Background: an optimization exercise with open tools, aiming at small area, a short achievable clock period and few clock cycles per item. Do not read the settings as production practice. Where RTL was checked, it was by simulation tests only, not by an equivalence proof against the original. No functional check of the RTL was part of run 2. Power is estimated from default activity; no workload was simulated.

==> flow/design.v (outline; a module is shown in full before it is edited, if it fits) <==
// module cm_mul: 623 lines
// module cm_fa: 4 lines
// module cm_ha: 4 lines
// module cm_bsel: 3 lines
// module complex_multiplier: 105 lines
module complex_multiplier
#(
    parameter INTEGER_WIDTH = 3,
    parameter FRACTIONAL_WIDTH = 13
)
(
    input  wire                                          clk,
    input  wire                                          rst_n,
    input  wire                                          input_a_tvalid,
    output wire                                          input_a_tready,
    input  wire [2*(INTEGER_WIDTH+FRACTIONAL_WIDTH)-1:0] input_a_tdata,
    input  wire                                          input_b_tvalid,
    output wire                                          input_b_tready,
    input  wire [2*(INTEGER_WIDTH+FRACTIONAL_WIDTH)-1:0] input_b_tdata,
    output reg                                           output_prod_tvalid,
    input  wire                                          output_prod_tready,
    output wire [2*(INTEGER_WIDTH+FRACTIONAL_WIDTH)-1:0] output_prod_tdata
);
  // ...
==> flow/run.sh <==
#!/bin/bash
# synth_recipe.tcl (not shown) runs the flow's synth.tcl, then flattens the netlist and writes it again
# the make line also repeats each setting of config.mk as NAME=value (left out here)
make -C /OpenROAD-flow-scripts/flow DESIGN_CONFIG=/design/flow/config.mk WORK_HOME=/design/flow/orfs CLKGATE_MAP_FILE= SYNTH_SCRIPT=/design/flow/synth_recipe.tcl finish
==> flow/config.mk <==
export PLATFORM = sky130hd
export DESIGN_NAME = complex_multiplier
export DESIGN_NICKNAME = complex_multiplier
export VERILOG_FILES = /design/flow/design.v
export SDC_FILE = /design/flow/constraint.sdc
export NUM_CORES = 4
export LEC_CHECK = 0
export CAP_MARGIN = 20
export CORE_MARGIN = 2
export CORE_UTILIZATION = 40
export SETUP_SLACK_MARGIN = 5
export SLEW_MARGIN = 20
export SYNTH_HIERARCHICAL = 1
export SYNTH_MINIMUM_KEEP_SIZE = 0
==> flow/constraint.sdc <==
create_clock -name core_clock -period 10.0 [get_ports {clk}]
set_input_delay 2.0000 -clock core_clock [delete_from_list [all_inputs] [get_ports {clk}]]
set_output_delay 2.0000 -clock core_clock [all_outputs]
set_load 0.01 [all_outputs]
==> results_dict.tcl, run 1 <==
set metrics [dict create \
    status "no timing/DRC/antenna violations" \
    drive_gt1_share_pct 24.0 \
    seq_cells 276 \
    r2r_slack_ns 5.54 \
    buffer_area_share_pct 4.40 \
    syn_area_per_cell_um2 12.4 \
    routed_wl_mm 97.8 \
    rows 108 \
    cts_hold_buf 0 \
    reg2reg_depth 11 \
    synth_compound_area_share_pct 24.0 \
    htree_levels 2 \
    signal_buffers 189 \
    die_h_um 299 \
    critPathMaxFanout 34 \
    grt.total_usage_pct 21.9 \
    yosys.cell_types.count 54 \
    post_cts_buffers 0 \
    top_layer "met4" \
    power.group.top "combinational logic" \
    pg_clk_uw 1270 \
    hp-class "reg -> reg" \
    grt_max_degree 84 \
    setup.worst_path.start_class "register" \
    drtAntennaViolNets 0 \
    synthMuxAreaShare_pct 0.583 \
    synth_commonest_cells "xnor2_1 (576), a22oi_2 (528), fa_1 (350), edfxtp_1 (272), ha_1 (214)" \
    multi_input_gates 2288 \
]
Testbench counts, summed over its fixed seeds: cycles 12,024, items 12,000.
==> run 2: changes to the inputs <==
==> flow/design.v (replaced) <==
`default_nettype none
`timescale 1ns / 1ps
module cm_mul (input wire [15:0] x, input wire [7:0] one, input wire [7:0] two, input wire [7:0] neg, input wire ys,
               output wire [14:0] a, output wire [14:0] b, output wire cl, output wire sgn);
    wire pp0_0;
    wire w0_0;
    wire pp0_1;
    wire w0_1;
    wire pp0_2;
    wire w0_2;
    wire pp0_3;
    wire w0_3;
    wire pp0_4;
    wire w0_4;
    wire pp0_5;
    wire w0_5;
    wire pp0_6;
    wire w0_6;
    wire pp0_7;
    wire w0_7;
    wire pp0_8;
    wire w0_8;
    wire pp0_9;
    wire w0_9;
    wire pp0_10;
    wire w0_10;
    wire pp0_11;
    wire w0_11;
    wire pp0_12;
    wire w0_12;
    wire pp0_13;
    wire w0_13;
    wire pp0_14;
    wire w0_14;
    wire pp0_15;
    wire w0_15;
    wire pp0_16;
    wire pp0_16_n;
    wire pp1_0;
    wire w1_0;
    wire pp1_1;
    wire w1_1;
    wire pp1_2;
    wire w1_2;
    wire pp1_3;
    wire w1_3;
    wire pp1_4;
    wire w1_4;
    wire pp1_5;
    wire w1_5;
    wire pp1_6;
    wire w1_6;
    wire pp1_7;
    wire w1_7;
    wire pp1_8;
    wire w1_8;
    wire pp1_9;
    wire w1_9;
    wire pp1_10;
    wire w1_10;
    wire pp1_11;
    wire w1_11;
    wire pp1_12;
    wire w1_12;
    wire pp1_13;
    wire w1_13;
    wire pp1_14;
    wire w1_14;
    wire pp1_15;
    wire w1_15;
    wire pp1_16;
    wire pp1_16_n;
    wire pp2_0;
    wire w2_0;
    wire pp2_1;
    wire w2_1;
    wire pp2_2;
    wire w2_2;
    wire pp2_3;
    wire w2_3;
    wire pp2_4;
    wire w2_4;
    wire pp2_5;
    wire w2_5;
    wire pp2_6;
    wire w2_6;
    wire pp2_7;
    wire w2_7;
    wire pp2_8;
    wire w2_8;
    wire pp2_9;
    wire w2_9;
    wire pp2_10;
    wire w2_10;
    wire pp2_11;
    wire w2_11;
    wire pp2_12;
    wire w2_12;
    wire pp2_13;
    wire w2_13;
    wire pp2_14;
    wire w2_14;
    wire pp2_15;
    wire w2_15;
    wire pp2_16;
    wire pp2_16_n;
    wire pp3_0;
    wire w3_0;
    wire pp3_1;
    wire w3_1;
    wire pp3_2;
    wire w3_2;
    wire pp3_3;
    wire w3_3;
    wire pp3_4;
    wire w3_4;
    wire pp3_5;
    wire w3_5;
    wire pp3_6;
    wire w3_6;
    wire pp3_7;
    wire w3_7;
    wire pp3_8;
    wire w3_8;
    wire pp3_9;
    wire w3_9;
    wire pp3_10;
    wire w3_10;
    wire pp3_11;
    wire w3_11;
    wire pp3_12;
    wire w3_12;
    wire pp3_13;
    wire w3_13;
    wire pp3_14;
    wire w3_14;
    wire pp3_15;
    wire w3_15;
    wire pp3_16;
    wire pp3_16_n;
    wire pp4_0;
    wire w4_0;
    wire pp4_1;
    wire w4_1;
    wire pp4_2;
    wire w4_2;
    wire pp4_3;
    wire w4_3;
    wire pp4_4;
    wire w4_4;
    wire pp4_5;
    wire w4_5;
    wire pp4_6;
    wire w4_6;
    wire pp4_7;
    wire w4_7;
    wire pp4_8;
    wire w4_8;
    wire pp4_9;
    wire w4_9;
    wire pp4_10;
    wire w4_10;
    wire pp4_11;
    wire w4_11;
    wire pp4_12;
    wire w4_12;
    wire pp4_13;
    wire w4_13;
    wire pp4_14;
    wire w4_14;
    wire pp4_15;
    wire w4_15;
    wire pp4_16;
    wire pp4_16_n;
    wire pp5_0;
    wire w5_0;
    wire pp5_1;
    wire w5_1;
    wire pp5_2;
    wire w5_2;
    wire pp5_3;
    wire w5_3;
    wire pp5_4;
    wire w5_4;
    wire pp5_5;
    wire w5_5;
    wire pp5_6;
    wire w5_6;
    wire pp5_7;
    wire w5_7;
    wire pp5_8;
    wire w5_8;
    wire pp5_9;
    wire w5_9;
    wire pp5_10;
    wire w5_10;
    wire pp5_11;
    wire w5_11;
    wire pp5_12;
    wire w5_12;
    wire pp5_13;
    wire w5_13;
    wire pp5_14;
    wire w5_14;
    wire pp5_15;
    wire w5_15;
    wire pp5_16;
    wire pp5_16_n;
    wire pp6_0;
    wire w6_0;
    wire pp6_1;
    wire w6_1;
    wire pp6_2;
    wire w6_2;
    wire pp6_3;
    wire w6_3;
    wire pp6_4;
    wire w6_4;
    wire pp6_5;
    wire w6_5;
    wire pp6_6;
    wire w6_6;
    wire pp6_7;
    wire w6_7;
    wire pp6_8;
    wire w6_8;
    wire pp6_9;
    wire w6_9;
    wire pp6_10;
    wire w6_10;
    wire pp6_11;
    wire w6_11;
    wire pp6_12;
    wire w6_12;
    wire pp6_13;
    wire w6_13;
    wire pp6_14;
    wire w6_14;
    wire pp6_15;
    wire w6_15;
    wire pp7_0;
    wire w7_0;
    wire pp7_1;
    wire w7_1;
    wire pp7_2;
    wire w7_2;
    wire pp7_3;
    wire w7_3;
    wire pp7_4;
    wire w7_4;
    wire pp7_5;
    wire w7_5;
    wire pp7_6;
    wire w7_6;
    wire pp7_7;
    wire w7_7;
    wire pp7_8;
    wire w7_8;
    wire pp7_9;
    wire w7_9;
    wire pp7_10;
    wire w7_10;
    wire pp7_11;
    wire w7_11;
    wire pp7_12;
    wire w7_12;
    wire pp7_13;
    wire w7_13;
    wire s1;
    wire c2;
    wire s3;
    wire c4;
    wire s5;
    wire c6;
    wire s7;
    wire c8;
    wire s9;
    wire c10;
    wire s11;
    wire c12;
    wire s13;
    wire c14;
    wire s15;
    wire c16;
    wire s17;
    wire c18;
    wire s19;
    wire c20;
    wire s21;
    wire c22;
    wire s23;
    wire c24;
    wire s25;
    wire c26;
    wire s27;
    wire c28;
    wire s29;
    wire c30;
    wire s31;
    wire c32;
    wire s33;
    wire c34;
    wire s35;
    wire c36;
    wire s37;
    wire c38;
    wire s39;
    wire c40;
    wire s41;
    wire c42;
    wire s43;
    wire c44;
    wire s45;
    wire c46;
    wire s47;
    wire c48;
    wire s49;
    wire c50;
    wire s51;
    wire c52;
    wire s53;
    wire c54;
    wire s55;
    wire c56;
    wire s57;
    wire c58;
    wire s59;
    wire c60;
    wire s61;
    wire c62;
    wire s63;
    wire c64;
    wire s65;
    wire c66;
    wire s67;
    wire c68;
    wire s69;
    wire c70;
    wire s71;
    wire c72;
    wire s73;
    wire c74;
    wire s75;
    wire c76;
    wire s77;
    wire c78;
    wire s79;
    wire c80;
    wire s81;
    wire c82;
    wire s83;
    wire c84;
    wire s85;
    wire c86;
    wire s87;
    wire c88;
    wire s89;
    wire c90;
    wire s91;
    wire c92;
    wire s93;
    wire c94;
    wire s95;
    wire c96;
    wire s97;
    wire c98;
    wire s99;
    wire c100;
    wire s101;
    wire c102;
    wire s103;
    wire c104;
    wire s105;
    wire c106;
    wire s107;
    wire c108;
    wire s109;
    wire c110;
    wire s111;
    wire c112;
    wire s113;
    wire c114;
    wire s115;
    wire c116;
    wire s117;
    wire c118;
    wire s119;
    wire c120;
    wire s121;
    wire c122;
    wire s123;
    wire c124;
    wire s125;
    wire c126;
    wire s127;
    wire c128;
    wire s129;
    wire c130;
    wire s131;
    wire c132;
    wire s133;
    wire c134;
    wire s135;
    wire c136;
    wire s137;
    wire c138;
    wire s139;
    wire c140;
    wire s141;
    wire c142;
    wire s143;
    wire c144;
    wire s145;
    wire c146;
    wire s147;
    wire c148;
    wire s149;
    wire c150;
    wire s151;
    wire c152;
    wire s153;
    wire c154;
    wire s155;
    wire c156;
    wire s157;
    wire c158;
    wire s159;
    wire c160;
    wire s161;
    wire c162;
    wire s163;
    wire c164;
    wire s165;
    wire c166;
    wire s167;
    wire c168;
    wire s169;
    wire c170;
    wire s171;
    wire c172;
    wire s173;
    wire c174;
    wire s175;
    wire c176;
    wire s177;
    wire c178;
    wire s179;
    wire c180;
    wire s181;
    wire c182;
    wire s183;
    wire c184;
    wire s185;
    wire c186;
    wire s187;
    wire c188;
    wire s189;
    wire c190;
    wire s191;
    wire c192;
    wire s193;
    wire c194;
    wire s195;
    wire c196;
    wire s197;
    wire c198;
    wire s199;
    wire c200;
    wire s201;
    wire c202;
    wire s203;
    wire c204;
    wire s205;
    wire c206;
    wire s207;
    wire c208;
    wire s209;
    wire c210;
    wire s211;
    wire c212;
    wire s213;
    wire c214;
    wire s215;
    wire c216;
    wire s217;
    wire c218;
    wire s219;
    wire c220;
    cm_xor2 u_w0_0 (.a(x[0]), .b(neg[0]), .y(w0_0));
    cm_ao22 u_pp0_0 (.a1(one[0]), .a2(w0_0), .b1(two[0]), .b2(neg[0]), .y(pp0_0));
    cm_xor2 u_w0_1 (.a(x[1]), .b(neg[0]), .y(w0_1));
    cm_ao22 u_pp0_1 (.a1(one[0]), .a2(w0_1), .b1(two[0]), .b2(w0_0), .y(pp0_1));
    cm_xor2 u_w0_2 (.a(x[2]), .b(neg[0]), .y(w0_2));
    cm_ao22 u_pp0_2 (.a1(one[0]), .a2(w0_2), .b1(two[0]), .b2(w0_1), .y(pp0_2));
    cm_xor2 u_w0_3 (.a(x[3]), .b(neg[0]), .y(w0_3));
    cm_ao22 u_pp0_3 (.a1(one[0]), .a2(w0_3), .b1(two[0]), .b2(w0_2), .y(pp0_3));
    cm_xor2 u_w0_4 (.a(x[4]), .b(neg[0]), .y(w0_4));
    cm_ao22 u_pp0_4 (.a1(one[0]), .a2(w0_4), .b1(two[0]), .b2(w0_3), .y(pp0_4));
    cm_xor2 u_w0_5 (.a(x[5]), .b(neg[0]), .y(w0_5));
    cm_ao22 u_pp0_5 (.a1(one[0]), .a2(w0_5), .b1(two[0]), .b2(w0_4), .y(pp0_5));
    cm_xor2 u_w0_6 (.a(x[6]), .b(neg[0]), .y(w0_6));
    cm_ao22 u_pp0_6 (.a1(one[0]), .a2(w0_6), .b1(two[0]), .b2(w0_5), .y(pp0_6));
    cm_xor2 u_w0_7 (.a(x[7]), .b(neg[0]), .y(w0_7));
    cm_ao22 u_pp0_7 (.a1(one[0]), .a2(w0_7), .b1(two[0]), .b2(w0_6), .y(pp0_7));
    cm_xor2 u_w0_8 (.a(x[8]), .b(neg[0]), .y(w0_8));
    cm_ao22 u_pp0_8 (.a1(one[0]), .a2(w0_8), .b1(two[0]), .b2(w0_7), .y(pp0_8));
    cm_xor2 u_w0_9 (.a(x[9]), .b(neg[0]), .y(w0_9));
    cm_ao22 u_pp0_9 (.a1(one[0]), .a2(w0_9), .b1(two[0]), .b2(w0_8), .y(pp0_9));
    cm_xor2 u_w0_10 (.a(x[10]), .b(neg[0]), .y(w0_10));
    cm_ao22 u_pp0_10 (.a1(one[0]), .a2(w0_10), .b1(two[0]), .b2(w0_9), .y(pp0_10));
    cm_xor2 u_w0_11 (.a(x[11]), .b(neg[0]), .y(w0_11));
    cm_ao22 u_pp0_11 (.a1(one[0]), .a2(w0_11), .b1(two[0]), .b2(w0_10), .y(pp0_11));
    cm_xor2 u_w0_12 (.a(x[12]), .b(neg[0]), .y(w0_12));
    cm_ao22 u_pp0_12 (.a1(one[0]), .a2(w0_12), .b1(two[0]), .b2(w0_11), .y(pp0_12));
    cm_xor2 u_w0_13 (.a(x[13]), .b(neg[0]), .y(w0_13));
    cm_ao22 u_pp0_13 (.a1(one[0]), .a2(w0_13), .b1(two[0]), .b2(w0_12), .y(pp0_13));
    cm_xor2 u_w0_14 (.a(x[14]), .b(neg[0]), .y(w0_14));
    cm_ao22 u_pp0_14 (.a1(one[0]), .a2(w0_14), .b1(two[0]), .b2(w0_13), .y(pp0_14));
    cm_xor2 u_w0_15 (.a(x[15]), .b(neg[0]), .y(w0_15));
    cm_ao22 u_pp0_15 (.a1(one[0]), .a2(w0_15), .b1(two[0]), .b2(w0_14), .y(pp0_15));
    cm_ao22 u_pp0_16 (.a1(one[0]), .a2(w0_15), .b1(two[0]), .b2(w0_15), .y(pp0_16_n));
    assign pp0_16 = ~pp0_16_n;
    cm_xor2 u_w1_0 (.a(x[0]), .b(neg[1]), .y(w1_0));
    cm_ao22 u_pp1_0 (.a1(one[1]), .a2(w1_0), .b1(two[1]), .b2(neg[1]), .y(pp1_0));
    cm_xor2 u_w1_1 (.a(x[1]), .b(neg[1]), .y(w1_1));
    cm_ao22 u_pp1_1 (.a1(one[1]), .a2(w1_1), .b1(two[1]), .b2(w1_0), .y(pp1_1));
    cm_xor2 u_w1_2 (.a(x[2]), .b(neg[1]), .y(w1_2));
    cm_ao22 u_pp1_2 (.a1(one[1]), .a2(w1_2), .b1(two[1]), .b2(w1_1), .y(pp1_2));
    cm_xor2 u_w1_3 (.a(x[3]), .b(neg[1]), .y(w1_3));
    cm_ao22 u_pp1_3 (.a1(one[1]), .a2(w1_3), .b1(two[1]), .b2(w1_2), .y(pp1_3));
    cm_xor2 u_w1_4 (.a(x[4]), .b(neg[1]), .y(w1_4));
    cm_ao22 u_pp1_4 (.a1(one[1]), .a2(w1_4), .b1(two[1]), .b2(w1_3), .y(pp1_4));
    cm_xor2 u_w1_5 (.a(x[5]), .b(neg[1]), .y(w1_5));
    cm_ao22 u_pp1_5 (.a1(one[1]), .a2(w1_5), .b1(two[1]), .b2(w1_4), .y(pp1_5));
    cm_xor2 u_w1_6 (.a(x[6]), .b(neg[1]), .y(w1_6));
    cm_ao22 u_pp1_6 (.a1(one[1]), .a2(w1_6), .b1(two[1]), .b2(w1_5), .y(pp1_6));
    cm_xor2 u_w1_7 (.a(x[7]), .b(neg[1]), .y(w1_7));
    cm_ao22 u_pp1_7 (.a1(one[1]), .a2(w1_7), .b1(two[1]), .b2(w1_6), .y(pp1_7));
    cm_xor2 u_w1_8 (.a(x[8]), .b(neg[1]), .y(w1_8));
    cm_ao22 u_pp1_8 (.a1(one[1]), .a2(w1_8), .b1(two[1]), .b2(w1_7), .y(pp1_8));
    cm_xor2 u_w1_9 (.a(x[9]), .b(neg[1]), .y(w1_9));
    cm_ao22 u_pp1_9 (.a1(one[1]), .a2(w1_9), .b1(two[1]), .b2(w1_8), .y(pp1_9));
    cm_xor2 u_w1_10 (.a(x[10]), .b(neg[1]), .y(w1_10));
    cm_ao22 u_pp1_10 (.a1(one[1]), .a2(w1_10), .b1(two[1]), .b2(w1_9), .y(pp1_10));
    cm_xor2 u_w1_11 (.a(x[11]), .b(neg[1]), .y(w1_11));
    cm_ao22 u_pp1_11 (.a1(one[1]), .a2(w1_11), .b1(two[1]), .b2(w1_10), .y(pp1_11));
    cm_xor2 u_w1_12 (.a(x[12]), .b(neg[1]), .y(w1_12));
    cm_ao22 u_pp1_12 (.a1(one[1]), .a2(w1_12), .b1(two[1]), .b2(w1_11), .y(pp1_12));
    cm_xor2 u_w1_13 (.a(x[13]), .b(neg[1]), .y(w1_13));
    cm_ao22 u_pp1_13 (.a1(one[1]), .a2(w1_13), .b1(two[1]), .b2(w1_12), .y(pp1_13));
    cm_xor2 u_w1_14 (.a(x[14]), .b(neg[1]), .y(w1_14));
    cm_ao22 u_pp1_14 (.a1(one[1]), .a2(w1_14), .b1(two[1]), .b2(w1_13), .y(pp1_14));
    cm_xor2 u_w1_15 (.a(x[15]), .b(neg[1]), .y(w1_15));
    cm_ao22 u_pp1_15 (.a1(one[1]), .a2(w1_15), .b1(two[1]), .b2(w1_14), .y(pp1_15));
    cm_ao22 u_pp1_16 (.a1(one[1]), .a2(w1_15), .b1(two[1]), .b2(w1_15), .y(pp1_16_n));
    assign pp1_16 = ~pp1_16_n;
    cm_xor2 u_w2_0 (.a(x[0]), .b(neg[2]), .y(w2_0));
    cm_ao22 u_pp2_0 (.a1(one[2]), .a2(w2_0), .b1(two[2]), .b2(neg[2]), .y(pp2_0));
    cm_xor2 u_w2_1 (.a(x[1]), .b(neg[2]), .y(w2_1));
    cm_ao22 u_pp2_1 (.a1(one[2]), .a2(w2_1), .b1(two[2]), .b2(w2_0), .y(pp2_1));
    cm_xor2 u_w2_2 (.a(x[2]), .b(neg[2]), .y(w2_2));
    cm_ao22 u_pp2_2 (.a1(one[2]), .a2(w2_2), .b1(two[2]), .b2(w2_1), .y(pp2_2));
    cm_xor2 u_w2_3 (.a(x[3]), .b(neg[2]), .y(w2_3));
    cm_ao22 u_pp2_3 (.a1(one[2]), .a2(w2_3), .b1(two[2]), .b2(w2_2), .y(pp2_3));
    cm_xor2 u_w2_4 (.a(x[4]), .b(neg[2]), .y(w2_4));
    cm_ao22 u_pp2_4 (.a1(one[2]), .a2(w2_4), .b1(two[2]), .b2(w2_3), .y(pp2_4));
    cm_xor2 u_w2_5 (.a(x[5]), .b(neg[2]), .y(w2_5));
    cm_ao22 u_pp2_5 (.a1(one[2]), .a2(w2_5), .b1(two[2]), .b2(w2_4), .y(pp2_5));
    cm_xor2 u_w2_6 (.a(x[6]), .b(neg[2]), .y(w2_6));
    cm_ao22 u_pp2_6 (.a1(one[2]), .a2(w2_6), .b1(two[2]), .b2(w2_5), .y(pp2_6));
    cm_xor2 u_w2_7 (.a(x[7]), .b(neg[2]), .y(w2_7));
    cm_ao22 u_pp2_7 (.a1(one[2]), .a2(w2_7), .b1(two[2]), .b2(w2_6), .y(pp2_7));
    cm_xor2 u_w2_8 (.a(x[8]), .b(neg[2]), .y(w2_8));
    cm_ao22 u_pp2_8 (.a1(one[2]), .a2(w2_8), .b1(two[2]), .b2(w2_7), .y(pp2_8));
    cm_xor2 u_w2_9 (.a(x[9]), .b(neg[2]), .y(w2_9));
    cm_ao22 u_pp2_9 (.a1(one[2]), .a2(w2_9), .b1(two[2]), .b2(w2_8), .y(pp2_9));
    cm_xor2 u_w2_10 (.a(x[10]), .b(neg[2]), .y(w2_10));
    cm_ao22 u_pp2_10 (.a1(one[2]), .a2(w2_10), .b1(two[2]), .b2(w2_9), .y(pp2_10));
    cm_xor2 u_w2_11 (.a(x[11]), .b(neg[2]), .y(w2_11));
    cm_ao22 u_pp2_11 (.a1(one[2]), .a2(w2_11), .b1(two[2]), .b2(w2_10), .y(pp2_11));
    cm_xor2 u_w2_12 (.a(x[12]), .b(neg[2]), .y(w2_12));
    cm_ao22 u_pp2_12 (.a1(one[2]), .a2(w2_12), .b1(two[2]), .b2(w2_11), .y(pp2_12));
    cm_xor2 u_w2_13 (.a(x[13]), .b(neg[2]), .y(w2_13));
    cm_ao22 u_pp2_13 (.a1(one[2]), .a2(w2_13), .b1(two[2]), .b2(w2_12), .y(pp2_13));
    cm_xor2 u_w2_14 (.a(x[14]), .b(neg[2]), .y(w2_14));
    cm_ao22 u_pp2_14 (.a1(one[2]), .a2(w2_14), .b1(two[2]), .b2(w2_13), .y(pp2_14));
    cm_xor2 u_w2_15 (.a(x[15]), .b(neg[2]), .y(w2_15));
    cm_ao22 u_pp2_15 (.a1(one[2]), .a2(w2_15), .b1(two[2]), .b2(w2_14), .y(pp2_15));
    cm_ao22 u_pp2_16 (.a1(one[2]), .a2(w2_15), .b1(two[2]), .b2(w2_15), .y(pp2_16_n));
    assign pp2_16 = ~pp2_16_n;
    cm_xor2 u_w3_0 (.a(x[0]), .b(neg[3]), .y(w3_0));
    cm_ao22 u_pp3_0 (.a1(one[3]), .a2(w3_0), .b1(two[3]), .b2(neg[3]), .y(pp3_0));
    cm_xor2 u_w3_1 (.a(x[1]), .b(neg[3]), .y(w3_1));
    cm_ao22 u_pp3_1 (.a1(one[3]), .a2(w3_1), .b1(two[3]), .b2(w3_0), .y(pp3_1));
    cm_xor2 u_w3_2 (.a(x[2]), .b(neg[3]), .y(w3_2));
    cm_ao22 u_pp3_2 (.a1(one[3]), .a2(w3_2), .b1(two[3]), .b2(w3_1), .y(pp3_2));
    cm_xor2 u_w3_3 (.a(x[3]), .b(neg[3]), .y(w3_3));
    cm_ao22 u_pp3_3 (.a1(one[3]), .a2(w3_3), .b1(two[3]), .b2(w3_2), .y(pp3_3));
    cm_xor2 u_w3_4 (.a(x[4]), .b(neg[3]), .y(w3_4));
    cm_ao22 u_pp3_4 (.a1(one[3]), .a2(w3_4), .b1(two[3]), .b2(w3_3), .y(pp3_4));
    cm_xor2 u_w3_5 (.a(x[5]), .b(neg[3]), .y(w3_5));
    cm_ao22 u_pp3_5 (.a1(one[3]), .a2(w3_5), .b1(two[3]), .b2(w3_4), .y(pp3_5));
    cm_xor2 u_w3_6 (.a(x[6]), .b(neg[3]), .y(w3_6));
    cm_ao22 u_pp3_6 (.a1(one[3]), .a2(w3_6), .b1(two[3]), .b2(w3_5), .y(pp3_6));
    cm_xor2 u_w3_7 (.a(x[7]), .b(neg[3]), .y(w3_7));
    cm_ao22 u_pp3_7 (.a1(one[3]), .a2(w3_7), .b1(two[3]), .b2(w3_6), .y(pp3_7));
    cm_xor2 u_w3_8 (.a(x[8]), .b(neg[3]), .y(w3_8));
    cm_ao22 u_pp3_8 (.a1(one[3]), .a2(w3_8), .b1(two[3]), .b2(w3_7), .y(pp3_8));
    cm_xor2 u_w3_9 (.a(x[9]), .b(neg[3]), .y(w3_9));
    cm_ao22 u_pp3_9 (.a1(one[3]), .a2(w3_9), .b1(two[3]), .b2(w3_8), .y(pp3_9));
    cm_xor2 u_w3_10 (.a(x[10]), .b(neg[3]), .y(w3_10));
    cm_ao22 u_pp3_10 (.a1(one[3]), .a2(w3_10), .b1(two[3]), .b2(w3_9), .y(pp3_10));
    cm_xor2 u_w3_11 (.a(x[11]), .b(neg[3]), .y(w3_11));
    cm_ao22 u_pp3_11 (.a1(one[3]), .a2(w3_11), .b1(two[3]), .b2(w3_10), .y(pp3_11));
    cm_xor2 u_w3_12 (.a(x[12]), .b(neg[3]), .y(w3_12));
    cm_ao22 u_pp3_12 (.a1(one[3]), .a2(w3_12), .b1(two[3]), .b2(w3_11), .y(pp3_12));
    cm_xor2 u_w3_13 (.a(x[13]), .b(neg[3]), .y(w3_13));
    cm_ao22 u_pp3_13 (.a1(one[3]), .a2(w3_13), .b1(two[3]), .b2(w3_12), .y(pp3_13));
    cm_xor2 u_w3_14 (.a(x[14]), .b(neg[3]), .y(w3_14));
    cm_ao22 u_pp3_14 (.a1(one[3]), .a2(w3_14), .b1(two[3]), .b2(w3_13), .y(pp3_14));
    cm_xor2 u_w3_15 (.a(x[15]), .b(neg[3]), .y(w3_15));
    cm_ao22 u_pp3_15 (.a1(one[3]), .a2(w3_15), .b1(two[3]), .b2(w3_14), .y(pp3_15));
    cm_ao22 u_pp3_16 (.a1(one[3]), .a2(w3_15), .b1(two[3]), .b2(w3_15), .y(pp3_16_n));
    assign pp3_16 = ~pp3_16_n;
    cm_xor2 u_w4_0 (.a(x[0]), .b(neg[4]), .y(w4_0));
    cm_ao22 u_pp4_0 (.a1(one[4]), .a2(w4_0), .b1(two[4]), .b2(neg[4]), .y(pp4_0));
    cm_xor2 u_w4_1 (.a(x[1]), .b(neg[4]), .y(w4_1));
    cm_ao22 u_pp4_1 (.a1(one[4]), .a2(w4_1), .b1(two[4]), .b2(w4_0), .y(pp4_1));
    cm_xor2 u_w4_2 (.a(x[2]), .b(neg[4]), .y(w4_2));
    cm_ao22 u_pp4_2 (.a1(one[4]), .a2(w4_2), .b1(two[4]), .b2(w4_1), .y(pp4_2));
    cm_xor2 u_w4_3 (.a(x[3]), .b(neg[4]), .y(w4_3));
    cm_ao22 u_pp4_3 (.a1(one[4]), .a2(w4_3), .b1(two[4]), .b2(w4_2), .y(pp4_3));
    cm_xor2 u_w4_4 (.a(x[4]), .b(neg[4]), .y(w4_4));
    cm_ao22 u_pp4_4 (.a1(one[4]), .a2(w4_4), .b1(two[4]), .b2(w4_3), .y(pp4_4));
    cm_xor2 u_w4_5 (.a(x[5]), .b(neg[4]), .y(w4_5));
    cm_ao22 u_pp4_5 (.a1(one[4]), .a2(w4_5), .b1(two[4]), .b2(w4_4), .y(pp4_5));
    cm_xor2 u_w4_6 (.a(x[6]), .b(neg[4]), .y(w4_6));
    cm_ao22 u_pp4_6 (.a1(one[4]), .a2(w4_6), .b1(two[4]), .b2(w4_5), .y(pp4_6));
    cm_xor2 u_w4_7 (.a(x[7]), .b(neg[4]), .y(w4_7));
    cm_ao22 u_pp4_7 (.a1(one[4]), .a2(w4_7), .b1(two[4]), .b2(w4_6), .y(pp4_7));
    cm_xor2 u_w4_8 (.a(x[8]), .b(neg[4]), .y(w4_8));
    cm_ao22 u_pp4_8 (.a1(one[4]), .a2(w4_8), .b1(two[4]), .b2(w4_7), .y(pp4_8));
    cm_xor2 u_w4_9 (.a(x[9]), .b(neg[4]), .y(w4_9));
    cm_ao22 u_pp4_9 (.a1(one[4]), .a2(w4_9), .b1(two[4]), .b2(w4_8), .y(pp4_9));
    cm_xor2 u_w4_10 (.a(x[10]), .b(neg[4]), .y(w4_10));
    cm_ao22 u_pp4_10 (.a1(one[4]), .a2(w4_10), .b1(two[4]), .b2(w4_9), .y(pp4_10));
    cm_xor2 u_w4_11 (.a(x[11]), .b(neg[4]), .y(w4_11));
    cm_ao22 u_pp4_11 (.a1(one[4]), .a2(w4_11), .b1(two[4]), .b2(w4_10), .y(pp4_11));
    cm_xor2 u_w4_12 (.a(x[12]), .b(neg[4]), .y(w4_12));
    cm_ao22 u_pp4_12 (.a1(one[4]), .a2(w4_12), .b1(two[4]), .b2(w4_11), .y(pp4_12));
    cm_xor2 u_w4_13 (.a(x[13]), .b(neg[4]), .y(w4_13));
    cm_ao22 u_pp4_13 (.a1(one[4]), .a2(w4_13), .b1(two[4]), .b2(w4_12), .y(pp4_13));
    cm_xor2 u_w4_14 (.a(x[14]), .b(neg[4]), .y(w4_14));
    cm_ao22 u_pp4_14 (.a1(one[4]), .a2(w4_14), .b1(two[4]), .b2(w4_13), .y(pp4_14));
    cm_xor2 u_w4_15 (.a(x[15]), .b(neg[4]), .y(w4_15));
    cm_ao22 u_pp4_15 (.a1(one[4]), .a2(w4_15), .b1(two[4]), .b2(w4_14), .y(pp4_15));
    cm_ao22 u_pp4_16 (.a1(one[4]), .a2(w4_15), .b1(two[4]), .b2(w4_15), .y(pp4_16_n));
    assign pp4_16 = ~pp4_16_n;
    cm_xor2 u_w5_0 (.a(x[0]), .b(neg[5]), .y(w5_0));
    cm_ao22 u_pp5_0 (.a1(one[5]), .a2(w5_0), .b1(two[5]), .b2(neg[5]), .y(pp5_0));
    cm_xor2 u_w5_1 (.a(x[1]), .b(neg[5]), .y(w5_1));
    cm_ao22 u_pp5_1 (.a1(one[5]), .a2(w5_1), .b1(two[5]), .b2(w5_0), .y(pp5_1));
    cm_xor2 u_w5_2 (.a(x[2]), .b(neg[5]), .y(w5_2));
    cm_ao22 u_pp5_2 (.a1(one[5]), .a2(w5_2), .b1(two[5]), .b2(w5_1), .y(pp5_2));
    cm_xor2 u_w5_3 (.a(x[3]), .b(neg[5]), .y(w5_3));
    cm_ao22 u_pp5_3 (.a1(one[5]), .a2(w5_3), .b1(two[5]), .b2(w5_2), .y(pp5_3));
    cm_xor2 u_w5_4 (.a(x[4]), .b(neg[5]), .y(w5_4));
    cm_ao22 u_pp5_4 (.a1(one[5]), .a2(w5_4), .b1(two[5]), .b2(w5_3), .y(pp5_4));
    cm_xor2 u_w5_5 (.a(x[5]), .b(neg[5]), .y(w5_5));
    cm_ao22 u_pp5_5 (.a1(one[5]), .a2(w5_5), .b1(two[5]), .b2(w5_4), .y(pp5_5));
    cm_xor2 u_w5_6 (.a(x[6]), .b(neg[5]), .y(w5_6));
    cm_ao22 u_pp5_6 (.a1(one[5]), .a2(w5_6), .b1(two[5]), .b2(w5_5), .y(pp5_6));
    cm_xor2 u_w5_7 (.a(x[7]), .b(neg[5]), .y(w5_7));
    cm_ao22 u_pp5_7 (.a1(one[5]), .a2(w5_7), .b1(two[5]), .b2(w5_6), .y(pp5_7));
    cm_xor2 u_w5_8 (.a(x[8]), .b(neg[5]), .y(w5_8));
    cm_ao22 u_pp5_8 (.a1(one[5]), .a2(w5_8), .b1(two[5]), .b2(w5_7), .y(pp5_8));
    cm_xor2 u_w5_9 (.a(x[9]), .b(neg[5]), .y(w5_9));
    cm_ao22 u_pp5_9 (.a1(one[5]), .a2(w5_9), .b1(two[5]), .b2(w5_8), .y(pp5_9));
    cm_xor2 u_w5_10 (.a(x[10]), .b(neg[5]), .y(w5_10));
    cm_ao22 u_pp5_10 (.a1(one[5]), .a2(w5_10), .b1(two[5]), .b2(w5_9), .y(pp5_10));
    cm_xor2 u_w5_11 (.a(x[11]), .b(neg[5]), .y(w5_11));
    cm_ao22 u_pp5_11 (.a1(one[5]), .a2(w5_11), .b1(two[5]), .b2(w5_10), .y(pp5_11));
    cm_xor2 u_w5_12 (.a(x[12]), .b(neg[5]), .y(w5_12));
    cm_ao22 u_pp5_12 (.a1(one[5]), .a2(w5_12), .b1(two[5]), .b2(w5_11), .y(pp5_12));
    cm_xor2 u_w5_13 (.a(x[13]), .b(neg[5]), .y(w5_13));
    cm_ao22 u_pp5_13 (.a1(one[5]), .a2(w5_13), .b1(two[5]), .b2(w5_12), .y(pp5_13));
    cm_xor2 u_w5_14 (.a(x[14]), .b(neg[5]), .y(w5_14));
    cm_ao22 u_pp5_14 (.a1(one[5]), .a2(w5_14), .b1(two[5]), .b2(w5_13), .y(pp5_14));
    cm_xor2 u_w5_15 (.a(x[15]), .b(neg[5]), .y(w5_15));
    cm_ao22 u_pp5_15 (.a1(one[5]), .a2(w5_15), .b1(two[5]), .b2(w5_14), .y(pp5_15));
    cm_ao22 u_pp5_16 (.a1(one[5]), .a2(w5_15), .b1(two[5]), .b2(w5_15), .y(pp5_16_n));
    assign pp5_16 = ~pp5_16_n;
    cm_xor2 u_w6_0 (.a(x[0]), .b(neg[6]), .y(w6_0));
    cm_ao22 u_pp6_0 (.a1(one[6]), .a2(w6_0), .b1(two[6]), .b2(neg[6]), .y(pp6_0));
    cm_xor2 u_w6_1 (.a(x[1]), .b(neg[6]), .y(w6_1));
    cm_ao22 u_pp6_1 (.a1(one[6]), .a2(w6_1), .b1(two[6]), .b2(w6_0), .y(pp6_1));
    cm_xor2 u_w6_2 (.a(x[2]), .b(neg[6]), .y(w6_2));
    cm_ao22 u_pp6_2 (.a1(one[6]), .a2(w6_2), .b1(two[6]), .b2(w6_1), .y(pp6_2));
    cm_xor2 u_w6_3 (.a(x[3]), .b(neg[6]), .y(w6_3));
    cm_ao22 u_pp6_3 (.a1(one[6]), .a2(w6_3), .b1(two[6]), .b2(w6_2), .y(pp6_3));
    cm_xor2 u_w6_4 (.a(x[4]), .b(neg[6]), .y(w6_4));
    cm_ao22 u_pp6_4 (.a1(one[6]), .a2(w6_4), .b1(two[6]), .b2(w6_3), .y(pp6_4));
    cm_xor2 u_w6_5 (.a(x[5]), .b(neg[6]), .y(w6_5));
    cm_ao22 u_pp6_5 (.a1(one[6]), .a2(w6_5), .b1(two[6]), .b2(w6_4), .y(pp6_5));
    cm_xor2 u_w6_6 (.a(x[6]), .b(neg[6]), .y(w6_6));
    cm_ao22 u_pp6_6 (.a1(one[6]), .a2(w6_6), .b1(two[6]), .b2(w6_5), .y(pp6_6));
    cm_xor2 u_w6_7 (.a(x[7]), .b(neg[6]), .y(w6_7));
    cm_ao22 u_pp6_7 (.a1(one[6]), .a2(w6_7), .b1(two[6]), .b2(w6_6), .y(pp6_7));
    cm_xor2 u_w6_8 (.a(x[8]), .b(neg[6]), .y(w6_8));
    cm_ao22 u_pp6_8 (.a1(one[6]), .a2(w6_8), .b1(two[6]), .b2(w6_7), .y(pp6_8));
    cm_xor2 u_w6_9 (.a(x[9]), .b(neg[6]), .y(w6_9));
    cm_ao22 u_pp6_9 (.a1(one[6]), .a2(w6_9), .b1(two[6]), .b2(w6_8), .y(pp6_9));
    cm_xor2 u_w6_10 (.a(x[10]), .b(neg[6]), .y(w6_10));
    cm_ao22 u_pp6_10 (.a1(one[6]), .a2(w6_10), .b1(two[6]), .b2(w6_9), .y(pp6_10));
    cm_xor2 u_w6_11 (.a(x[11]), .b(neg[6]), .y(w6_11));
    cm_ao22 u_pp6_11 (.a1(one[6]), .a2(w6_11), .b1(two[6]), .b2(w6_10), .y(pp6_11));
    cm_xor2 u_w6_12 (.a(x[12]), .b(neg[6]), .y(w6_12));
    cm_ao22 u_pp6_12 (.a1(one[6]), .a2(w6_12), .b1(two[6]), .b2(w6_11), .y(pp6_12));
    cm_xor2 u_w6_13 (.a(x[13]), .b(neg[6]), .y(w6_13));
    cm_ao22 u_pp6_13 (.a1(one[6]), .a2(w6_13), .b1(two[6]), .b2(w6_12), .y(pp6_13));
    cm_xor2 u_w6_14 (.a(x[14]), .b(neg[6]), .y(w6_14));
    cm_ao22 u_pp6_14 (.a1(one[6]), .a2(w6_14), .b1(two[6]), .b2(w6_13), .y(pp6_14));
    cm_xor2 u_w6_15 (.a(x[15]), .b(neg[6]), .y(w6_15));
    cm_ao22 u_pp6_15 (.a1(one[6]), .a2(w6_15), .b1(two[6]), .b2(w6_14), .y(pp6_15));
    cm_xor2 u_w7_0 (.a(x[0]), .b(neg[7]), .y(w7_0));
    cm_ao22 u_pp7_0 (.a1(one[7]), .a2(w7_0), .b1(two[7]), .b2(neg[7]), .y(pp7_0));
    cm_xor2 u_w7_1 (.a(x[1]), .b(neg[7]), .y(w7_1));
    cm_ao22 u_pp7_1 (.a1(one[7]), .a2(w7_1), .b1(two[7]), .b2(w7_0), .y(pp7_1));
    cm_xor2 u_w7_2 (.a(x[2]), .b(neg[7]), .y(w7_2));
    cm_ao22 u_pp7_2 (.a1(one[7]), .a2(w7_2), .b1(two[7]), .b2(w7_1), .y(pp7_2));
    cm_xor2 u_w7_3 (.a(x[3]), .b(neg[7]), .y(w7_3));
    cm_ao22 u_pp7_3 (.a1(one[7]), .a2(w7_3), .b1(two[7]), .b2(w7_2), .y(pp7_3));
    cm_xor2 u_w7_4 (.a(x[4]), .b(neg[7]), .y(w7_4));
    cm_ao22 u_pp7_4 (.a1(one[7]), .a2(w7_4), .b1(two[7]), .b2(w7_3), .y(pp7_4));
    cm_xor2 u_w7_5 (.a(x[5]), .b(neg[7]), .y(w7_5));
    cm_ao22 u_pp7_5 (.a1(one[7]), .a2(w7_5), .b1(two[7]), .b2(w7_4), .y(pp7_5));
    cm_xor2 u_w7_6 (.a(x[6]), .b(neg[7]), .y(w7_6));
    cm_ao22 u_pp7_6 (.a1(one[7]), .a2(w7_6), .b1(two[7]), .b2(w7_5), .y(pp7_6));
    cm_xor2 u_w7_7 (.a(x[7]), .b(neg[7]), .y(w7_7));
    cm_ao22 u_pp7_7 (.a1(one[7]), .a2(w7_7), .b1(two[7]), .b2(w7_6), .y(pp7_7));
    cm_xor2 u_w7_8 (.a(x[8]), .b(neg[7]), .y(w7_8));
    cm_ao22 u_pp7_8 (.a1(one[7]), .a2(w7_8), .b1(two[7]), .b2(w7_7), .y(pp7_8));
    cm_xor2 u_w7_9 (.a(x[9]), .b(neg[7]), .y(w7_9));
    cm_ao22 u_pp7_9 (.a1(one[7]), .a2(w7_9), .b1(two[7]), .b2(w7_8), .y(pp7_9));
    cm_xor2 u_w7_10 (.a(x[10]), .b(neg[7]), .y(w7_10));
    cm_ao22 u_pp7_10 (.a1(one[7]), .a2(w7_10), .b1(two[7]), .b2(w7_9), .y(pp7_10));
    cm_xor2 u_w7_11 (.a(x[11]), .b(neg[7]), .y(w7_11));
    cm_ao22 u_pp7_11 (.a1(one[7]), .a2(w7_11), .b1(two[7]), .b2(w7_10), .y(pp7_11));
    cm_xor2 u_w7_12 (.a(x[12]), .b(neg[7]), .y(w7_12));
    cm_ao22 u_pp7_12 (.a1(one[7]), .a2(w7_12), .b1(two[7]), .b2(w7_11), .y(pp7_12));
    cm_xor2 u_w7_13 (.a(x[13]), .b(neg[7]), .y(w7_13));
    cm_ao22 u_pp7_13 (.a1(one[7]), .a2(w7_13), .b1(two[7]), .b2(w7_12), .y(pp7_13));
    cm_ha u_s1 (.a(pp0_10), .b(pp1_8), .s(s1), .co(c2));
    cm_ha u_s3 (.a(pp0_11), .b(pp1_9), .s(s3), .co(c4));
    cm_fa u_s5 (.a(pp0_12), .b(pp1_10), .ci(pp2_8), .s(s5), .co(c6));
    cm_ha u_s7 (.a(pp3_6), .b(pp4_4), .s(s7), .co(c8));
    cm_fa u_s9 (.a(pp0_13), .b(pp1_11), .ci(pp2_9), .s(s9), .co(c10));
    cm_ha u_s11 (.a(pp3_7), .b(pp4_5), .s(s11), .co(c12));
    cm_fa u_s13 (.a(pp0_14), .b(pp1_12), .ci(pp2_10), .s(s13), .co(c14));
    cm_fa u_s15 (.a(pp3_8), .b(pp4_6), .ci(pp5_4), .s(s15), .co(c16));
    cm_ha u_s17 (.a(pp6_2), .b(pp7_0), .s(s17), .co(c18));
    cm_fa u_s19 (.a(pp0_15), .b(pp1_13), .ci(pp2_11), .s(s19), .co(c20));
    cm_fa u_s21 (.a(pp3_9), .b(pp4_7), .ci(pp5_5), .s(s21), .co(c22));
    cm_ha u_s23 (.a(pp6_3), .b(pp7_1), .s(s23), .co(c24));
    cm_fa u_s25 (.a(pp0_16), .b(pp1_14), .ci(pp2_12), .s(s25), .co(c26));
    cm_fa u_s27 (.a(pp3_10), .b(pp4_8), .ci(pp5_6), .s(s27), .co(c28));
    assign s29 = ~(pp6_4 ^ pp7_2);
    assign c30 = pp6_4 | pp7_2;
    cm_fa u_s31 (.a(pp1_15), .b(pp2_13), .ci(pp3_11), .s(s31), .co(c32));
    cm_fa u_s33 (.a(pp4_9), .b(pp5_7), .ci(pp6_5), .s(s33), .co(c34));
    assign s35 = ~pp7_3;
    assign c36 = pp7_3;
    cm_fa u_s37 (.a(pp1_16), .b(pp2_14), .ci(pp3_12), .s(s37), .co(c38));
    cm_fa u_s39 (.a(pp4_10), .b(pp5_8), .ci(pp6_6), .s(s39), .co(c40));
    cm_fa u_s41 (.a(pp2_15), .b(pp3_13), .ci(pp4_11), .s(s41), .co(c42));
    cm_ha u_s43 (.a(pp5_9), .b(pp6_7), .s(s43), .co(c44));
    cm_fa u_s45 (.a(pp2_16), .b(pp3_14), .ci(pp4_12), .s(s45), .co(c46));
    cm_ha u_s47 (.a(pp3_15), .b(pp4_13), .s(s47), .co(c48));
    cm_ha u_s49 (.a(pp0_6), .b(pp1_4), .s(s49), .co(c50));
    cm_ha u_s51 (.a(pp0_7), .b(pp1_5), .s(s51), .co(c52));
    cm_fa u_s53 (.a(pp0_8), .b(pp1_6), .ci(pp2_4), .s(s53), .co(c54));
    cm_ha u_s55 (.a(pp3_2), .b(pp4_0), .s(s55), .co(c56));
    cm_fa u_s57 (.a(pp0_9), .b(pp1_7), .ci(pp2_5), .s(s57), .co(c58));
    cm_ha u_s59 (.a(pp3_3), .b(pp4_1), .s(s59), .co(c60));
    cm_fa u_s61 (.a(s1), .b(pp2_6), .ci(pp3_4), .s(s61), .co(c62));
    cm_fa u_s63 (.a(pp4_2), .b(pp5_0), .ci(neg[5]), .s(s63), .co(c64));
    cm_fa u_s65 (.a(s3), .b(pp2_7), .ci(pp3_5), .s(s65), .co(c66));
    cm_fa u_s67 (.a(pp4_3), .b(pp5_1), .ci(c2), .s(s67), .co(c68));
    cm_fa u_s69 (.a(s5), .b(s7), .ci(pp5_2), .s(s69), .co(c70));
    cm_fa u_s71 (.a(pp6_0), .b(neg[6]), .ci(c4), .s(s71), .co(c72));
    cm_fa u_s73 (.a(s9), .b(s11), .ci(pp5_3), .s(s73), .co(c74));
    cm_fa u_s75 (.a(pp6_1), .b(c6), .ci(c8), .s(s75), .co(c76));
    cm_fa u_s77 (.a(s13), .b(s15), .ci(s17), .s(s77), .co(c78));
    cm_fa u_s79 (.a(neg[7]), .b(c10), .ci(c12), .s(s79), .co(c80));
    cm_fa u_s81 (.a(s19), .b(s21), .ci(s23), .s(s81), .co(c82));
    cm_fa u_s83 (.a(c14), .b(c16), .ci(c18), .s(s83), .co(c84));
    cm_fa u_s85 (.a(s25), .b(s27), .ci(s29), .s(s85), .co(c86));
    cm_fa u_s87 (.a(c20), .b(c22), .ci(c24), .s(s87), .co(c88));
    cm_fa u_s89 (.a(s31), .b(s33), .ci(s35), .s(s89), .co(c90));
    cm_fa u_s91 (.a(c26), .b(c28), .ci(c30), .s(s91), .co(c92));
    cm_fa u_s93 (.a(s37), .b(s39), .ci(pp7_4), .s(s93), .co(c94));
    cm_fa u_s95 (.a(c32), .b(c34), .ci(c36), .s(s95), .co(c96));
    cm_fa u_s97 (.a(s41), .b(s43), .ci(pp7_5), .s(s97), .co(c98));
    assign s99 = ~(c38 ^ c40);
    assign c100 = c38 | c40;
    cm_fa u_s101 (.a(s45), .b(pp5_10), .ci(pp6_8), .s(s101), .co(c102));
    cm_fa u_s103 (.a(pp7_6), .b(c42), .ci(c44), .s(s103), .co(c104));
    cm_fa u_s105 (.a(s47), .b(pp5_11), .ci(pp6_9), .s(s105), .co(c106));
    assign s107 = ~(pp7_7 ^ c46);
    assign c108 = pp7_7 | c46;
    cm_fa u_s109 (.a(pp3_16), .b(pp4_14), .ci(pp5_12), .s(s109), .co(c110));
    cm_fa u_s111 (.a(pp6_10), .b(pp7_8), .ci(c48), .s(s111), .co(c112));
    cm_fa u_s113 (.a(pp4_15), .b(pp5_13), .ci(pp6_11), .s(s113), .co(c114));
    assign s115 = ~pp7_9;
    assign c116 = pp7_9;
    cm_fa u_s117 (.a(pp4_16), .b(pp5_14), .ci(pp6_12), .s(s117), .co(c118));
    cm_ha u_s119 (.a(pp5_15), .b(pp6_13), .s(s119), .co(c120));
    cm_ha u_s121 (.a(pp0_4), .b(pp1_2), .s(s121), .co(c122));
    cm_ha u_s123 (.a(pp0_5), .b(pp1_3), .s(s123), .co(c124));
    cm_fa u_s125 (.a(s49), .b(pp2_2), .ci(pp3_0), .s(s125), .co(c126));
    cm_fa u_s127 (.a(s51), .b(pp2_3), .ci(pp3_1), .s(s127), .co(c128));
    cm_fa u_s129 (.a(s53), .b(s55), .ci(neg[4]), .s(s129), .co(c130));
    cm_fa u_s131 (.a(s57), .b(s59), .ci(c54), .s(s131), .co(c132));
    cm_fa u_s133 (.a(s61), .b(s63), .ci(c58), .s(s133), .co(c134));
    cm_fa u_s135 (.a(s65), .b(s67), .ci(c62), .s(s135), .co(c136));
    cm_fa u_s137 (.a(s69), .b(s71), .ci(c66), .s(s137), .co(c138));
    cm_fa u_s139 (.a(s73), .b(s75), .ci(c70), .s(s139), .co(c140));
    cm_fa u_s141 (.a(s77), .b(s79), .ci(c74), .s(s141), .co(c142));
    cm_fa u_s143 (.a(s81), .b(s83), .ci(c78), .s(s143), .co(c144));
    cm_fa u_s145 (.a(s85), .b(s87), .ci(c82), .s(s145), .co(c146));
    cm_fa u_s147 (.a(s89), .b(s91), .ci(c86), .s(s147), .co(c148));
    cm_fa u_s149 (.a(s93), .b(s95), .ci(c90), .s(s149), .co(c150));
    cm_fa u_s151 (.a(s97), .b(s99), .ci(c94), .s(s151), .co(c152));
    cm_fa u_s153 (.a(s101), .b(s103), .ci(c98), .s(s153), .co(c154));
    cm_fa u_s155 (.a(s105), .b(s107), .ci(c102), .s(s155), .co(c156));
    cm_fa u_s157 (.a(s109), .b(s111), .ci(c106), .s(s157), .co(c158));
    cm_fa u_s159 (.a(s113), .b(s115), .ci(c110), .s(s159), .co(c160));
    cm_fa u_s161 (.a(s117), .b(pp7_10), .ci(c114), .s(s161), .co(c162));
    assign s163 = ~(s119 ^ pp7_11);
    assign c164 = s119 | pp7_11;
    cm_fa u_s165 (.a(pp5_16), .b(pp6_14), .ci(pp7_12), .s(s165), .co(c166));
    cm_ha u_s167 (.a(pp6_15), .b(pp7_13), .s(s167), .co(c168));
    cm_ha u_s169 (.a(pp0_2), .b(pp1_0), .s(s169), .co(c170));
    cm_ha u_s171 (.a(pp0_3), .b(pp1_1), .s(s171), .co(c172));
    cm_fa u_s173 (.a(s121), .b(pp2_0), .ci(neg[2]), .s(s173), .co(c174));
    cm_fa u_s175 (.a(s123), .b(pp2_1), .ci(c122), .s(s175), .co(c176));
    cm_fa u_s177 (.a(s125), .b(neg[3]), .ci(c124), .s(s177), .co(c178));
    cm_fa u_s179 (.a(s127), .b(c50), .ci(c126), .s(s179), .co(c180));
    cm_fa u_s181 (.a(s129), .b(c52), .ci(c128), .s(s181), .co(c182));
    cm_fa u_s183 (.a(s131), .b(c56), .ci(c130), .s(s183), .co(c184));
    cm_fa u_s185 (.a(s133), .b(c60), .ci(c132), .s(s185), .co(c186));
    cm_fa u_s187 (.a(s135), .b(c64), .ci(c134), .s(s187), .co(c188));
    cm_fa u_s189 (.a(s137), .b(c68), .ci(c136), .s(s189), .co(c190));
    cm_fa u_s191 (.a(s139), .b(c72), .ci(c138), .s(s191), .co(c192));
    cm_fa u_s193 (.a(s141), .b(c76), .ci(c140), .s(s193), .co(c194));
    cm_fa u_s195 (.a(s143), .b(c80), .ci(c142), .s(s195), .co(c196));
    cm_fa u_s197 (.a(s145), .b(c84), .ci(c144), .s(s197), .co(c198));
    cm_fa u_s199 (.a(s147), .b(c88), .ci(c146), .s(s199), .co(c200));
    cm_fa u_s201 (.a(s149), .b(c92), .ci(c148), .s(s201), .co(c202));
    cm_fa u_s203 (.a(s151), .b(c96), .ci(c150), .s(s203), .co(c204));
    cm_fa u_s205 (.a(s153), .b(c100), .ci(c152), .s(s205), .co(c206));
    cm_fa u_s207 (.a(s155), .b(c104), .ci(c154), .s(s207), .co(c208));
    cm_fa u_s209 (.a(s157), .b(c108), .ci(c156), .s(s209), .co(c210));
    cm_fa u_s211 (.a(s159), .b(c112), .ci(c158), .s(s211), .co(c212));
    cm_fa u_s213 (.a(s161), .b(c116), .ci(c160), .s(s213), .co(c214));
    cm_fa u_s215 (.a(s163), .b(c118), .ci(c162), .s(s215), .co(c216));
    cm_fa u_s217 (.a(s165), .b(c120), .ci(c164), .s(s217), .co(c218));
    assign s219 = ~(s167 ^ c166);
    assign c220 = s167 | c166;
    wire [27:0] ra = {s219, s217, s215, s213, s211, s209, s207, s205, s203, s201, s199, s197, s195, s193, s191, s189, s187, s185, s183, s181, s179, s177, s175, s173, s171, s169, pp0_1, pp0_0};
    wire [27:0] rb = {c218, c216, c214, c212, c210, c208, c206, c204, c202, c200, c198, c196, c194, c192, c190, c188, c186, c184, c182, c180, c178, c176, c174, c172, c170, neg[1], 1'b0, neg[0]};
    wire [13:0] lo = ra[12:0] + rb[12:0];
    assign cl = lo[13];
    assign a = ra[27:13];
    assign b = rb[27:13];
    assign sgn = (x[15] ^ ys) & (|x) & (|(one | two));
endmodule
module cm_fa (input wire a, input wire b, input wire ci, output wire s, output wire co);
    assign s = a ^ b ^ ci;
    assign co = (a & b) | (a & ci) | (b & ci);
endmodule
module cm_ha (input wire a, input wire b, output wire s, output wire co);
    assign s = a ^ b;
    assign co = a & b;
endmodule
module cm_xor2 (input wire a, input wire b, output wire y);
    assign y = a ^ b;
endmodule
module cm_ao22 (input wire a1, input wire a2, input wire b1, input wire b2, output wire y);
    assign y = (a1 & a2) | (b1 & b2);
endmodule
`default_nettype none
`timescale 1ns / 1ps
module complex_multiplier
#(
    parameter INTEGER_WIDTH = 3,
    parameter FRACTIONAL_WIDTH = 13
)
(
    input  wire                                          clk,
    input  wire                                          rst_n,
    input  wire                                          input_a_tvalid,
    output wire                                          input_a_tready,
    input  wire [2*(INTEGER_WIDTH+FRACTIONAL_WIDTH)-1:0] input_a_tdata,
    input  wire                                          input_b_tvalid,
    output wire                                          input_b_tready,
    input  wire [2*(INTEGER_WIDTH+FRACTIONAL_WIDTH)-1:0] input_b_tdata,
    output reg                                           output_prod_tvalid,
    input  wire                                          output_prod_tready,
    output wire [2*(INTEGER_WIDTH+FRACTIONAL_WIDTH)-1:0] output_prod_tdata
);
    reg         v0, v1, q1v;
    reg  [15:0] ar, ai;
    reg  [24:0] br, bi;     
    function [24:0] booth_enc;
        input [15:0] y;
        integer k;
        reg y2, y1, y0;
        begin
            for (k = 0; k < 8; k = k + 1) begin
                y2 = y[2*k+1];
                y1 = y[2*k];
                y0 = (k == 0) ? 1'b0 : y[2*k-1];
                booth_enc[k]      = y1 ^ y0;                                    
                booth_enc[8 + k]  = (y2 & ~y1 & ~y0) | (~y2 & y1 & y0);         
                booth_enc[16 + k] = y2 & ~(y1 & y0);                            
            end
            booth_enc[24] = y[15];
        end
    endfunction
    reg  [31:0] q0, q1;
    reg         wp, rp;
    wire take = output_prod_tready;                     
    wire en1  = ~v1 | ~q1v | take;                      
    wire en0  = ~v0 | en1;
    wire rdy  = ~(v0 & v1 & q1v);
    assign input_a_tready = rdy;
    assign input_b_tready = rdy;
    assign output_prod_tdata = rp ? q1 : q0;
    wire fire = input_a_tvalid & input_b_tvalid & rdy;
    wire mv1  = v1 & en1;                               
    always @(posedge clk) begin
        if (!rst_n) begin
            v0 <= 1'b0;
            v1 <= 1'b0;
            output_prod_tvalid <= 1'b0;
            q1v <= 1'b0;
            wp <= 1'b0;
            rp <= 1'b0;
        end else begin
            if (mv1) wp <= ~wp;
            if (output_prod_tvalid & take) rp <= ~rp;
            if (en0) v0 <= fire;
            if (en1) v1 <= v0;
            if (~output_prod_tvalid | take)
                output_prod_tvalid <= q1v | mv1;
            if (q1v) begin
                if (take) q1v <= mv1;
            end else begin
                q1v <= mv1 & output_prod_tvalid & ~take;
            end
        end
    end
    wire [14:0] m_a0, m_a1, m_a2, m_a3;
    wire [14:0] m_b0, m_b1, m_b2, m_b3;
    wire [3:0]  m_c, m_s;
    reg  [14:0] c_a0, c_a1, c_a2, c_a3;
    reg  [14:0] c_b0, c_b1, c_b2, c_b3;
    reg  [3:0]  c_c, c_s;
    cm_mul mul_rr1 (.x(ar), .one(br[7:0]), .two(br[15:8]), .neg(br[23:16]), .ys(br[24]), .a(m_a0), .b(m_b0), .cl(m_c[0]), .sgn(m_s[0]));
    cm_mul mul_rr2 (.x(ai), .one(bi[7:0]), .two(bi[15:8]), .neg(bi[23:16]), .ys(bi[24]), .a(m_a1), .b(m_b1), .cl(m_c[1]), .sgn(m_s[1]));
    cm_mul mul_ri1 (.x(ar), .one(bi[7:0]), .two(bi[15:8]), .neg(bi[23:16]), .ys(bi[24]), .a(m_a2), .b(m_b2), .cl(m_c[2]), .sgn(m_s[2]));
    cm_mul mul_ri2 (.x(ai), .one(br[7:0]), .two(br[15:8]), .neg(br[23:16]), .ys(br[24]), .a(m_a3), .b(m_b3), .cl(m_c[3]), .sgn(m_s[3]));
    wire [14:0] h0 = c_a0 + c_b0 + c_c[0];
    wire [14:0] h1 = c_a1 + c_b1 + c_c[1];
    wire [14:0] h2 = c_a2 + c_b2 + c_c[2];
    wire [14:0] h3 = c_a3 + c_b3 + c_c[3];
    wire [15:0] prod_real = {c_s[0], h0} - {c_s[1], h1};
    wire [15:0] prod_imag = {c_s[2], h2} + {c_s[3], h3};
    always @(posedge clk) begin
        if (en0) begin
            ar <= input_a_tdata[15:0];
            ai <= input_a_tdata[31:16];
            br <= booth_enc(input_b_tdata[15:0]);
            bi <= booth_enc(input_b_tdata[31:16]);
        end
        if (en1) begin
            c_a0 <= m_a0;
            c_a1 <= m_a1;
            c_a2 <= m_a2;
            c_a3 <= m_a3;
            c_b0 <= m_b0;
            c_b1 <= m_b1;
            c_b2 <= m_b2;
            c_b3 <= m_b3;
            c_c <= m_c;
            c_s <= m_s;
        end
        if (mv1 & ~wp)
            q0 <= {prod_imag, prod_real};
        if (mv1 & wp)
            q1 <= {prod_imag, prod_real};
    end
endmodule
==> run 2 against run 1 <==
Effect of this change: worst hold slack gained 0.011 ns; global-route usage shrank 0.29 points; final cell count shrank 3.0%; area after synthesis shrank 5.2%.
==> results_dict.tcl, run 2 <==
set metrics [dict create \
    multi_input_area_um2 23200 \
    vdd_drop_max_mv 0.305 \
    arrival_ns 2.68 \
    rsz0062_at_grt "false" \
    syn_area_per_cell_um2 11.8 \
    p_int_uw 7510 \
    p_per_area_nw_per_um2 382 \
    area.sequential_um2 8350 \
    layout_commonest_cell "xor2_1" \
    reg2reg_depth 10 \
    setup.worst_path.start_class "register" \
    post-route-drc-count 0 \
    grt_pass1_wl_mm 145 \
    layout.nets 3527 \
    setup_ws_ns 5.32 \
    die_h_um 291 \
    cts_tree "built" \
    synth_warnings 7 \
    ios 104 \
    max_freq_ghz 0.213 \
    grt_pass1_vias 23700 \
    num_vias 23300 \
    gp_congestion 0.919 \
    post_cts_buffers 0 \
    synth_commonest_cells "xor2_1 (535), a22o_1 (529), fa_1 (350), edfxtp_1 (274), ha_1 (228)" \
    rows 105 \
    netlist_instances 2782 \
    fp.dieW_um 291 \
    htree_levels 2 \
    r2r_slack_ns 5.50 \
    hold_end "v1$_SDFFE_PN0N_" \
    cts_buffers 35 \
    nFillCells 7587 \
    ys_ff_latch 280 \
    drtIter0Drc 1933 \
    cap_violations 0 \
    final-hold-violation-count 0 \
    cp-end-kind "output port" \
    reg.largest.list "q0 x32, q1 x32" \
    sw_frac_of_total_pct 45.9 \
    ys_async_sr_fraction_pct 0 \
    cp.required_ns 8.00 \
    synthSimpleGateAreaFrac_pct 4.38 \
    clk_pin_slew_worst_paths_ns 0.06 \
    slew_violations 0 \
    synthMuxAreaShare_pct 1.12 \
    synth_compound_area_share_pct 19.2 \
    cts_hold_buf 0 \
    ys_seq_area_share_pct 25.3 \
    drive_gt1_share_pct 6.81 \
    seqPwrFrac_pct 19.0 \
    dpl_worst_slack_ns 5.42 \
    status "no timing/DRC/antenna violations" \
    synth_area_leaders "edfxtp_1 (25%), fa_1 (21%), xor2_1 (14%), a22o_1 (14%), ha_1 (8.7%)" \
    final.min_clock_period_ns 4.68 \
    netlist_area_um2 32900 \
    r2r-end "c_c[1]$_DFFE_PN_" \
    setup_viol 0 \
    place_inst 3913 \
    portBuffers 103 \
    synth_fa_ha_area_share_pct 29.9 \
    detail_route.first_pass.iterations 5 \
    clock_latency_ns 0.57 \
    synth_top_family_by_area "adder cells" \
    grt_max_degree 80 \
    core_um2 81800 \
    power_frac_comb_pct 71.4 \
    antenna_found_initial 1 \
    clockRootBuffer "clkbuf_16" \
    slew_headroom_pct 29.8 \
    grt_overflow 0 \
    drtAntennaViolNets 0 \
    min_from "v0$_SDFFE_PN0P_" \
    synth_area_leader_cell "edfxtp_1" \
    synth_top_area_share_pct 25.0 \
    grt.total_usage_pct 21.6 \
    hpwl_mm 65.4 \
    p_sw_uw 6370 \
    synth_edf_count 274 \
    fin_crit_sh_pct 46.8 \
    yosysMostFrequentCell "xor2_1" \
    finClkSkew_ns 0.0315 \
    r2r-start "ai[11]$_DFFE_PP_" \
    clk_path_buf_depth 3 \
    final_cell_mix "xor2_1 (535), a22o_1 (529), fa_1 (350), edfxtp_1 (274), ha_1 (228)" \
    syn_to_final_growth_pct 10.1 \
    die_area_um2 84700 \
    critPathMaxFanout 17 \
    instances_no_fill 3978 \
    cts_resized 0 \
    vias_per_cell 5.85 \
    cts_sinks 280 \
    detail_route.wl_per_cell_um 22.9 \
    power.total_uw 13900 \
    yosys.cell_types.count 64 \
    synth_ff_type "edfxtp_1" \
    initial_core_util_pct 40.2 \
    setup-tns-final_ns 0 \
    synth-xor-area-share_pct 15.7 \
    p_leak_uw 0.0154 \
    hp-class "reg -> reg" \
    routed_wl_mm 91.2 \
    holdPathStages 2 \
    pwr-share-clk_pct 9.6 \
    post-route-util_pct 44.3 \
    critPathKind "reg -> out" \
    worst_pin_slew_ns 1.05 \
]
## run 2: per-module statistics from Yosys, one instance, submodules excluded
| module | copies in the design | cells |
|---|---|---|
| cm_ao22 | 528 | 1 |
| cm_fa | 340 | 1 |
| cm_ha | 72 | 1 |
| cm_mul | 4 | 97 |
| cm_xor2 | 504 | 1 |
| complex_multiplier | 1 | 950 |
## run 2: through the flow
step | hold WS [ns] | cell area (um^2)
5_1_grt | 0.525 | 36300
4_1_cts | 0.497 | 36300
3_5_place_dp | 0.476 | 35100
6_report | 0.493 | 36300
2_1_floorplan | 0.435 | 32900
3_3_place_gp | 0.462 | 35000
## run 2: logic make-up (layout without fill, tap and decap cells)
group / after synthesis / in the layout
AOI/OAI and AO/OA: 786 / 786
xor gates and xnor gates: 589 / 589
adders and majority gates: 578 / 578
buffers and inverters: 259 / 384
DFF: 280 / 280
muxes: 33 / 33
other: 0 / 1
and+or+nand+nor: 257 / 257
## run 2: how the worst max path moves through the flow
stage                             startpoint  depth (start not counted)  slack [ns]               endpoint
after CTS                    rp$_SDFFE_PN0P_                          3        5.19  output_prod_tdata[28]
after global placement       ar[8]$_DFFE_PP_                         11        5.32       c_c[2]$_DFFE_PN_
after global routing         rp$_SDFFE_PN0P_                          3        5.12  output_prod_tdata[28]
after floorplan             br[16]$_DFFE_PP_                         11        5.49       c_c[0]$_DFFE_PN_
final                        rp$_SDFFE_PN0P_                          3        5.32  output_prod_tdata[29]
after detailed placement  output_prod_tready                          3        5.42      c_b3[0]$_DFFE_PN_
## run 2: cell type report
type / count / area share (%)
Sequential cell: 280 / 23.0
Inverter: 133 / 1.38
Antenna cell: 1 / 0.00690
Timing Repair Buffer: 187 / 4.69
Clock buffer: 40 / 2.52
Multi-Input combinational cell: 2243 / 63.9
Tap cell: 1070 / 3.69
Clock inverter: 24 / 0.811
## run 2: metal layers
layer	routed length (um)	global-route usage [%]	up-vias
li1	-	-	10500
met1	42700	31.7	11700
met2	39900	33.0	896
met3	5630	2.91	149
met4	2970	6.91	2
met5	10	0	-
## run 2: power groups by stage
stage	logic [uW]	clock network [uW]	registers, uW
after floorplan	7920	0	2760
after global placement	9510	0	2660
after detailed placement	9800	0	2660
after CTS	9880	1380	2640
after global routing	11100	1420	2670
final	9900	1340	2640
## run 2: worst max-delay path, cell delays in order (launching register included)
cell,delay [ns]
dfxtp_1,0.83
buf_4,0.39
mux2_2,0.38
clkdlybuf4s50_1,0.52

## static timing again, ports no longer ideal
The results above use ideal ports. As a check the final layouts listed here were re-extracted and re-timed, cells and wires unchanged. Step 1, drivers: a clkbuf_16 drives clk and a buf_2 each remaining input, both assumed. Step 2 times the ports against the registers' clock, not the clock port: input delays grow and output delays shrink by t, the midpoint of the rising clock arrivals with the driver on. Three values: ideal, step 1, step 2; two values: the first two.
| run | t (ns) | setup slack, ns | hold WS [ns] | worst data-port slew with drivers (ns) | cell pins on the clock port's net |
|---|---|---|---|---|---|
| run 1 | 0.626 | 5.541 / 5.541 / 5.541 | 0.482 / 0.482 / 0.482 | 0.05 | 1 |
| run 2 | 0.616 | 5.316 / 5.253 / 5.399 | 0.493 / 0.493 / 0.493 | 0.05 | 1 |
After both steps every run listed still meets setup and hold.
